Source: an optimization exercise on an open RTL-to-GDS flow (aim: small area and a short achievable clock period). Production flows keep margins and buffers that such runs may drop.
Function was checked by simulation only, so behaviour that the tests miss may differ from the original.
Power is estimated from default activity; no workload was simulated.

==> flow/design.v (excerpt) <==
module sysarray_flat (
    input  wire         clk,
    input  wire         rst,
    input  wire         clr,
    input  wire [23:0]  a_left,
    input  wire [23:0]  b_top,
    output wire [161:0] acc_out
);
Size in the first run: about 2,500 cells after synthesis, ~260 flip-flops, ~210 I/O pins, ~26,000 sq um of cells after synthesis.
==> flow/config.mk <==
export PLATFORM = sky130hd
export DESIGN_NAME = sysarray_flat
export DESIGN_NICKNAME = sysarray_flat
export VERILOG_FILES = /design/flow/design.v
export SDC_FILE = /design/flow/constraint.sdc
export NUM_CORES = 4
export LEC_CHECK = 0
export CAP_MARGIN = 20
export CORE_MARGIN = 2
export CORE_UTILIZATION = 40
export CTS_BUF_LIST = sky130_fd_sc_hd__clkbuf_4 sky130_fd_sc_hd__clkbuf_8
export SETUP_SLACK_MARGIN = 1.0
export SLEW_MARGIN = 20
export SYNTH_HIERARCHICAL = 1
export SYNTH_MINIMUM_KEEP_SIZE = 0
==> flow/constraint.sdc <==
create_clock -name core_clock -period 5.0 [get_ports {clk}]
set_input_delay 1.0000 -clock core_clock [delete_from_list [all_inputs] [get_ports {clk}]]
set_output_delay 1.0000 -clock core_clock [all_outputs]
set_load 0.01 [all_outputs]
standard.sh (not shown) runs the stock make flow with config.mk's settings and CLKGATE_MAP_FILE= SYNTH_SCRIPT=/design/flow/synth_recipe.tcl, a recipe that flattens the netlist after the stock synthesis.
==> flow/flow/run.sh <==
#!/bin/bash
# The standard layout, with every port buffered by the smallest buffer
# (sky130_fd_sc_hd__buf_1) rather than the cell buffer_ports picks by itself;
# repair_design and repair_timing resize them afterwards where needed.
set -euo pipefail
export BUFFER_PORTS_ARGS="-buffer_cell sky130_fd_sc_hd__buf_1"
bash standard.sh > standard.log 2>&1
The starting point produced a clean layout.
Next try:
SETUP_SLACK_MARGIN = 1.3   (was 1.0)
What happened: Die area is unchanged; cell count grows by 2.5%; cell area grows by 7.7%; clock-buffer cell count shrinks by 4; core utilization grows by 3.6 points; wire length grows by 2.2%; sequential power stays flat; register-to-register slack is better by 0.06 ns; global-route usage grows by 0.24 points; area after synthesis is unchanged.

* * *

Another version of the RTL of sysarray_flat (not shown whole).
Size: roughly 2700 cells after synthesis, ~260 flip-flops, roughly 210 I/O pins, roughly 0.027 mm^2 of cells after synthesis.
clock: 5.0 ns
lec_check: 0
cap_margin: 20
core_margin: 2
core_utilization: 40
cts_buf_list: sky130_fd_sc_hd__clkbuf_4 sky130_fd_sc_hd__clkbuf_8
setup_slack_margin: 1.1
slew_margin: 20
synth_hierarchical: 1
synth_minimum_keep_size: 0
==> flow/flow/run.sh <==
#!/bin/bash
set -euo pipefail
export BUFFER_PORTS_ARGS="-buffer_cell sky130_fd_sc_hd__buf_1"
export PRE_RESIZE_TCL="$PWD/flow/pre_resize.tcl"
bash standard.sh ABC_LOAD_IN_FF=1 finish > standard.log 2>&1
==> flow/flow/pre_resize.tcl <==
# Input-port buffers (named input* by buffer_ports) to buf_4.
set n 0
foreach inst [get_cells input*] {
  if { [get_property $inst ref_name] == "sky130_fd_sc_hd__buf_1" } {
    replace_cell $inst sky130_fd_sc_hd__buf_4
    incr n
  }
}
puts "pre_resize: $n input buffers made sky130_fd_sc_hd__buf_4"
Next try:
==> flow/flow/run.sh (replaced) <==
#!/bin/bash
# The standard layout, with every port buffered by the smallest buffer
# (sky130_fd_sc_hd__buf_1) rather than the cell buffer_ports picks by itself;
# repair_design and repair_timing resize them afterwards where needed.
set -euo pipefail
export BUFFER_PORTS_ARGS="-buffer_cell sky130_fd_sc_hd__buf_1"
bash standard.sh > standard.log 2>&1
--- a/flow/config.mk
+++ b/flow/config.mk
@@ -10,5 +10,5 @@
 export CORE_UTILIZATION = 40
 export CTS_BUF_LIST = sky130_fd_sc_hd__clkbuf_4 sky130_fd_sc_hd__clkbuf_8
-export SETUP_SLACK_MARGIN = 1.1
+export SETUP_SLACK_MARGIN = 0.9
 export SLEW_MARGIN = 20
 export SYNTH_HIERARCHICAL = 1
removed: flow/flow/pre_resize.tcl
The new run ran to the end with no violations.
Utilization is lower by 1.2 points.
Die area increases slightly.
Register-to-register slack got worse by 0.17 ns.
Setup slack loses 0.19 ns.
Area after synthesis rose slightly.
Wire length hardly moves.
Final cell count hardly moves.
Maximum frequency is lower by a few percent.
Count of clock-buffer cells in the layout went up by 2.
Global-route usage went down by 0.35 points.

* * *

sysarray_flat again, from the RTL that the note above started with.
export LEC_CHECK = 0
export CAP_MARGIN = 20
export CORE_MARGIN = 2
export CORE_UTILIZATION = 40
export CTS_BUF_LIST = sky130_fd_sc_hd__clkbuf_4 sky130_fd_sc_hd__clkbuf_8
export SETUP_SLACK_MARGIN = 1.1
export SLEW_MARGIN = 20
export SYNTH_HIERARCHICAL = 1
export SYNTH_MINIMUM_KEEP_SIZE = 0
create_clock -name core_clock -period 5.0 [get_ports {clk}]
==> flow/flow/run.sh <==
#!/bin/bash
set -euo pipefail
export BUFFER_PORTS_ARGS="-buffer_cell sky130_fd_sc_hd__buf_1"
export PRE_RESIZE_TCL="$PWD/flow/pre_resize.tcl"
bash standard.sh > standard.log 2>&1
==> flow/flow/pre_resize.tcl <==
# Input-port buffers (named input* by buffer_ports) to buf_4.
set n 0
foreach inst [get_cells input*] {
  if { [get_property $inst ref_name] == "sky130_fd_sc_hd__buf_1" } {
    replace_cell $inst sky130_fd_sc_hd__buf_4
    incr n
  }
}
puts "pre_resize: $n input buffers made sky130_fd_sc_hd__buf_4"
Then changed:
==> flow/flow/run.sh (replaced) <==
#!/bin/bash
# The standard layout, with every port buffered by the smallest buffer
# (sky130_fd_sc_hd__buf_1) rather than the cell buffer_ports picks by itself;
# repair_design and repair_timing resize them afterwards where needed.
set -euo pipefail
export BUFFER_PORTS_ARGS="-buffer_cell sky130_fd_sc_hd__buf_1"
bash standard.sh > standard.log 2>&1
removed: flow/flow/pre_resize.tcl
After rerunning: Sequential power hardly moves; worst setup slack degrades by 0.034 ns; maximum frequency drops slightly; hold slack improves by 0.010 ns; clock-buffer cell count drops by 4.

* * *

Another version of the RTL of sysarray_flat (not shown whole).
Size: about 2500 cells after synthesis, about 260 flip-flops, about 27000 um^2 of cells after synthesis.
==> flow/config.mk <==
export PLATFORM = sky130hd
export DESIGN_NAME = sysarray_flat
export DESIGN_NICKNAME = sysarray_flat
export VERILOG_FILES = /design/flow/design.v
export SDC_FILE = /design/flow/constraint.sdc
export NUM_CORES = 4
export LEC_CHECK = 0
export CAP_MARGIN = 20
export CORE_MARGIN = 2
export CORE_UTILIZATION = 40
export CTS_BUF_LIST = sky130_fd_sc_hd__clkbuf_4 sky130_fd_sc_hd__clkbuf_8
export SETUP_SLACK_MARGIN = 1.0
export SLEW_MARGIN = 20
export SYNTH_HIERARCHICAL = 1
export SYNTH_MINIMUM_KEEP_SIZE = 0
==> flow/constraint.sdc <==
create_clock -name core_clock -period 5.0 [get_ports {clk}]
set_input_delay 1.0000 -clock core_clock [delete_from_list [all_inputs] [get_ports {clk}]]
set_output_delay 1.0000 -clock core_clock [all_outputs]
set_load 0.01 [all_outputs]
==> flow/flow/run.sh <==
#!/bin/bash
# The standard layout, with every port buffered by the smallest buffer
# (sky130_fd_sc_hd__buf_1) rather than the cell buffer_ports picks by itself;
# repair_design and repair_timing resize them afterwards where needed.
set -euo pipefail
export BUFFER_PORTS_ARGS="-buffer_cell sky130_fd_sc_hd__buf_1"
bash standard.sh > standard.log 2>&1
Edit:
- ABC_AREA: unset -> 1
Cell area goes up by about 2%.
Via count grows by 18%.
Routed wire length is higher by 3.9%.

* * *

Setup of v30:
Another version of the RTL of sysarray_flat (not shown whole).
For scale: about 2,700 cells after synthesis, roughly 260 flip-flops, about 27,000 um^2 of cells after synthesis.
==> flow/config.mk <==
export PLATFORM = sky130hd
export DESIGN_NAME = sysarray_flat
export DESIGN_NICKNAME = sysarray_flat
export VERILOG_FILES = /design/flow/design.v
export SDC_FILE = /design/flow/constraint.sdc
export NUM_CORES = 4
export LEC_CHECK = 0
export CAP_MARGIN = 20
export CORE_MARGIN = 2
export CORE_UTILIZATION = 40
export CTS_BUF_LIST = sky130_fd_sc_hd__clkbuf_4 sky130_fd_sc_hd__clkbuf_8
export CTS_CLUSTER_DIAMETER = 60
export CTS_CLUSTER_SIZE = 16
export SETUP_SLACK_MARGIN = 1.1
export SLEW_MARGIN = 20
export SYNTH_HIERARCHICAL = 1
export SYNTH_MINIMUM_KEEP_SIZE = 0
==> flow/constraint.sdc <==
create_clock -name core_clock -period 5.0 [get_ports {clk}]
set_input_delay 1.0000 -clock core_clock [delete_from_list [all_inputs] [get_ports {clk}]]
set_output_delay 1.0000 -clock core_clock [all_outputs]
set_load 0.01 [all_outputs]
==> flow/flow/run.sh <==
#!/bin/bash
set -euo pipefail
export BUFFER_PORTS_ARGS="-buffer_cell sky130_fd_sc_hd__buf_1"
export PRE_RESIZE_TCL="$PWD/flow/pre_resize.tcl"
bash standard.sh > standard.log 2>&1
==> flow/flow/pre_resize.tcl <==
# Input-port buffers (named input* by buffer_ports) to buf_4.
set n 0
foreach inst [get_cells input*] {
  if { [get_property $inst ref_name] == "sky130_fd_sc_hd__buf_1" } {
    replace_cell $inst sky130_fd_sc_hd__buf_4
    incr n
  }
}
puts "pre_resize: $n input buffers made sky130_fd_sc_hd__buf_4"
## Diff of input files: v19 against v30
Settings: TNS_END_PERCENT newly set to 30.
==> comparison <==
v19: done, clean on timing, DRC and antenna. v30 has completed all stages; timing, DRC and antenna checks passed. Comparing time the final worst path needs with I/O delays and setup for v19 and v30, the bigger number came from v19. Measured slew at the worst slew-check pin came out higher on v19 than on v30. v19 and v30 ended up with nearly the same sequential share of cell area.
--- input diff v19..v4 ---
Settings: PLACE_DENSITY now 0.75, previously not set; TNS_END_PERCENT no longer set, was 30.
## What came out
The routed wire length in v4 sits about 2% below the value recorded for v19.
For v4, the critical path's slowest cell was fa_1, unlike v19, where it was dfxtp_1.
Number of non-filler instances in the completed layout essentially unchanged between v19 and v4.
On storage element area, v4 and v19 are basically level.
v4: setup slack is 0.072 ns higher than what v19 reported.
Reported for v4 and v19, effective utilization at floorplan turned out identical to the last digit.
Post-route cell area, v4 and v19: higher on v4
Compared with v19, v4 shows utilization higher by 0.18 points.
The inputs of v46 differ from those of v4 as listed below.
Settings: CTS_CLUSTER_SIZE: 16 -> unset; CTS_CLUSTER_DIAMETER: 60 -> unset; PLACE_DENSITY: 0.75 -> unset.
[summary]
v46: flow completed, timing, DRC and antenna clean. Compared with v4, v46 shows a higher first-pass GRT wire length. Between v4 and v46, the difference in non-clock buffering overhead in the final layout is negligible. Power: v46 draws more than v4. Diff v4 and v46: final core area utilization higher in v46. From v4 to v46 the numbers moved as follows: total number of vias stayed essentially flat, number of fill cells in the layout rose by 1.4%, arrival time reported for the critical path endpoint stayed essentially flat, clock network fraction of design power rose by 1.8 points. Looking at number of non-clock buffers, v46 sits 5 below v4. Final setup slack of the worst path for v46: 0.055 ns up relative to v4. A worst setup path startpoint of b_top[2] is what v46 shows, while a_left[9] belongs to v4.

* * *

== run C ==
sysarray_flat with an RTL version that a note above also has.
For scale: ~2700 cells after synthesis, ~210 I/O pins, ~27000 µm² of cells after synthesis.
export LEC_CHECK = 0
export CAP_MARGIN = 20
export CORE_MARGIN = 2
export CORE_UTILIZATION = 40
export CTS_BUF_LIST = sky130_fd_sc_hd__clkbuf_4 sky130_fd_sc_hd__clkbuf_8
export CTS_CLUSTER_DIAMETER = 60
export CTS_CLUSTER_SIZE = 16
export SETUP_SLACK_MARGIN = 1.1
export SLEW_MARGIN = 20
export SYNTH_HIERARCHICAL = 1
export SYNTH_MINIMUM_KEEP_SIZE = 0
create_clock -name core_clock -period 5.0 [get_ports {clk}]
Scripts as last shown in full above: flow/flow/run.sh, flow/flow/pre_resize.tcl
The inputs of run E differ from those of run C as listed below.
- CTS_CLUSTER_DIAMETER removed (was 60)
- CTS_CLUSTER_SIZE removed (was 16)
-- flow/flow/pre_resize.tcl --
<<< run C, line 9
puts "pre_resize: $n input buffers made sky130_fd_sc_hd__buf_4"
>>> run E, line 9
puts "pre_resize: $n input buffers made sky130_fd_sc_hd__buf_4"
set n 0
foreach inst [get_cells *] {
  if { [string match "*g_hop*" [get_name $inst]] &&
       [get_property $inst ref_name] == "sky130_fd_sc_hd__dfxtp_1" } {
    replace_cell $inst sky130_fd_sc_hd__dfxtp_2
    incr n
  }
}
puts "pre_resize: $n operand registers made sky130_fd_sc_hd__dfxtp_2"
[summary]
Diff run E and run C: design area lower in run C
Run E against run C: setup slack picked up an extra 8.9 ps; final cell count picked up an extra 26; placed standard-cell area picked up an extra about 0.4%; proportion of power drawn by the clock network picked up an extra 2.9 points; total net switching power neither gained nor lost much.
Compared with run C, in run E worst hold slack after final layout saw a decrease, met3 wire length now sits higher, aggregate global-route resource usage shows no meaningful change, DRC violation total after the first TritonRoute iteration dropped 91.

* * *

juniper:
sysarray_flat with an RTL version that a note above also has.
For scale: roughly 260 flip-flops, ~210 I/O pins, ~27000 µm² of cells after synthesis.
==> flow/config.mk <==
export PLATFORM = sky130hd
export DESIGN_NAME = sysarray_flat
export DESIGN_NICKNAME = sysarray_flat
export VERILOG_FILES = /design/flow/design.v
export SDC_FILE = /design/flow/constraint.sdc
export NUM_CORES = 4
export LEC_CHECK = 0
export CAP_MARGIN = 20
export CORE_MARGIN = 2
export CORE_UTILIZATION = 40
export CTS_BUF_LIST = sky130_fd_sc_hd__clkbuf_2 sky130_fd_sc_hd__clkbuf_4 sky130_fd_sc_hd__clkbuf_8
export SETUP_SLACK_MARGIN = 1.0
export SLEW_MARGIN = 20
export SYNTH_HIERARCHICAL = 1
export SYNTH_MINIMUM_KEEP_SIZE = 0
==> flow/constraint.sdc <==
create_clock -name core_clock -period 5.0 [get_ports {clk}]
set_input_delay 1.0000 -clock core_clock [delete_from_list [all_inputs] [get_ports {clk}]]
set_output_delay 1.0000 -clock core_clock [all_outputs]
set_load 0.01 [all_outputs]
==> flow/flow/run.sh <==
#!/bin/bash
# The standard layout, with every port buffered by the smallest buffer
# (sky130_fd_sc_hd__buf_1) rather than the cell buffer_ports picks by itself;
# repair_design and repair_timing resize them afterwards where needed.
set -euo pipefail
export BUFFER_PORTS_ARGS="-buffer_cell sky130_fd_sc_hd__buf_1"
bash standard.sh > standard.log 2>&1
juniper: done, clean on timing, DRC and antenna
Setup changes, juniper to amber
- CTS_BUF_LIST: sky130_fd_sc_hd__clkbuf_2 sky130_fd_sc_hd__clkbuf_4 sky130_fd_sc_hd__clkbuf_8 -> unset
Findings:
amber against juniper: sequential share of power moved down; synthesized net count level; routed wire length moved up; non-filler instance count after layout level; global-route wire length before repair level.
Sequential share of layout area for amber is lower than for juniper.
juniper was routed with fewer vias than amber.
## Diff of input files: yarrow against amber
- swapping 20 for 0 in SLEW_MARGIN
- swapping 20 for 0 in CAP_MARGIN
==> comparison <==
yarrow has completed all stages; timing, DRC and antenna checks passed.
yarrow -> amber: wire length delta 0, exact match
amber -> yarrow: per-cell routed wire length delta 0, exact match
Reported for amber and yarrow, flip-flop and latch count turned out identical to the last digit.
From amber to yarrow, total power did not move at all.
In terms of depth of the critical timing path with buffers and inverters included, amber and yarrow differ only marginally.

* * *

Setup of red:
RTL: one of the versions met above, not the one the previous note started from.
For scale: roughly 2700 cells after synthesis, about 260 flip-flops, roughly 210 I/O pins.
export LEC_CHECK = 0
export CAP_MARGIN = 20
export CORE_MARGIN = 2
export CORE_UTILIZATION = 40
export CTS_BUF_LIST = sky130_fd_sc_hd__clkbuf_4 sky130_fd_sc_hd__clkbuf_8
export SETUP_SLACK_MARGIN = 1.25
export SLEW_MARGIN = 20
export SYNTH_HIERARCHICAL = 1
export SYNTH_MINIMUM_KEEP_SIZE = 0
create_clock -name core_clock -period 5.0 [get_ports {clk}]
==> flow/flow/run.sh <==
#!/bin/bash
set -euo pipefail
export BUFFER_PORTS_ARGS="-buffer_cell sky130_fd_sc_hd__buf_1"
export PRE_RESIZE_TCL="$PWD/flow/pre_resize.tcl"
bash standard.sh > standard.log 2>&1
==> flow/flow/pre_resize.tcl <==
# Input-port buffers (named input* by buffer_ports) to buf_4.
set n 0
foreach inst [get_cells input*] {
  if { [get_property $inst ref_name] == "sky130_fd_sc_hd__buf_1" } {
    replace_cell $inst sky130_fd_sc_hd__buf_4
    incr n
  }
}
puts "pre_resize: $n input buffers made sky130_fd_sc_hd__buf_4"
Both conditions hold for red: the flow ran to the end and the final layout passed the timing, DRC and antenna checks.
Changes in blue relative to red:
- SETUP_SLACK_MARGIN changed from 1.25 to 1.0
==> flow/flow/run.sh <==
#!/bin/bash
# The standard layout, with every port buffered by the smallest buffer
# (sky130_fd_sc_hd__buf_1) rather than the cell buffer_ports picks by itself;
# repair_design and repair_timing resize them afterwards where needed.
set -euo pipefail
export BUFFER_PORTS_ARGS="-buffer_cell sky130_fd_sc_hd__buf_1"
bash standard.sh > standard.log 2>&1
removed: flow/flow/pre_resize.tcl
Results
Met1 demand-to-capacity share in global routing delta for blue relative to red: 0.21 points lower. Power ends up lower on blue. When blue is measured against red, its number of clock buffers in the layout turns out 7.9% lower. red tops out at a higher clock frequency than blue. Looking only at pin slew with the least headroom to its limit, and setting everything else aside, the higher value of red and blue goes to red. In blue, post-cts gate resize count is lower than in red.

## static timing again, ports no longer ideal
No port has a modelled driver above. Below, the same layouts with a new extraction and two added sets of constraints. Step 1 (the two cells are an assumption about what drives the block):
set clk [get_ports {clk}]
set_driving_cell -lib_cell sky130_fd_sc_hd__clkbuf_16 $clk
set_driving_cell -lib_cell sky130_fd_sc_hd__buf_2 [delete_from_list [all_inputs] $clk]
Step 2 moves the port delays by t, midway between the first and last clock arrival at a register: inputs arrive t later, outputs are due t later. That takes back most of the time a late clock gives input paths. a / b / c = ideal / step 1 / step 2; a / b = the first two.
| run | shift t [ns] | setup WS [ns] | worst setup path at the end | pins driven straight from the clock port |
|---|---|---|---|---|
| the first run of note 1 | 0.707 | 1.094 / 1.114 / 0.407 | input to register | 1 |
| the second run of note 1 | 0.697 | 1.074 / 1.110 / 0.413 | input to register | 1 |
| the first run of note 2 | 0.698 | 1.216 / 1.251 / 0.554 | input to register | 1 |
| the second run of note 2 | 0.685 | 1.027 / 1.058 / 0.373 | input to register | 1 |
| the first run of note 3 | 0.694 | 1.247 / 1.247 / 0.599 | input to register | 1 |
| the second run of note 3 | 0.693 | 1.213 / 1.232 / 0.539 | input to register | 1 |
| the first run of note 4 | 0.709 | 0.978 / 0.983 / 0.274 | input to register | 1 |
| the second run of note 4 | 0.716 | 1.171 / 1.173 / 0.457 | input to register | 1 |
| v30 | 0.674 | 1.268 / 1.295 / 0.629 | input to register | 1 |
| v19 | 0.663 | 1.160 / 1.160 / 0.543 | input to register | 1 |
| v4 | 0.679 | 1.232 / 1.258 / 0.589 | input to register | 1 |
| v46 | 0.695 | 1.287 / 1.303 / 0.625 | input to register | 1 |
| run C | 0.657 | 1.238 / 1.250 / 0.617 | input to register | 1 |
| run E | 0.682 | 1.247 / 1.284 / 0.602 | input to register | 1 |
| juniper | 0.709 | 0.978 / 0.983 / 0.274 | input to register | 1 |
| amber | 0.617 | 0.899 / 0.905 / 0.288 | input to register | 1 |
| yarrow | 0.617 | 0.899 / 0.905 / 0.288 | input to register | 1 |
| red | 0.700 | 1.303 / 1.343 / 0.643 | input to register | 1 |
| blue | 0.691 | 1.143 / 1.158 / 0.473 | input to register | 1 |
After both steps setup and hold are still met in every run listed. The setup slack of the second run of note 4, which loses most, moves by +0.002 ns with the drivers and by -0.714 ns with both steps.
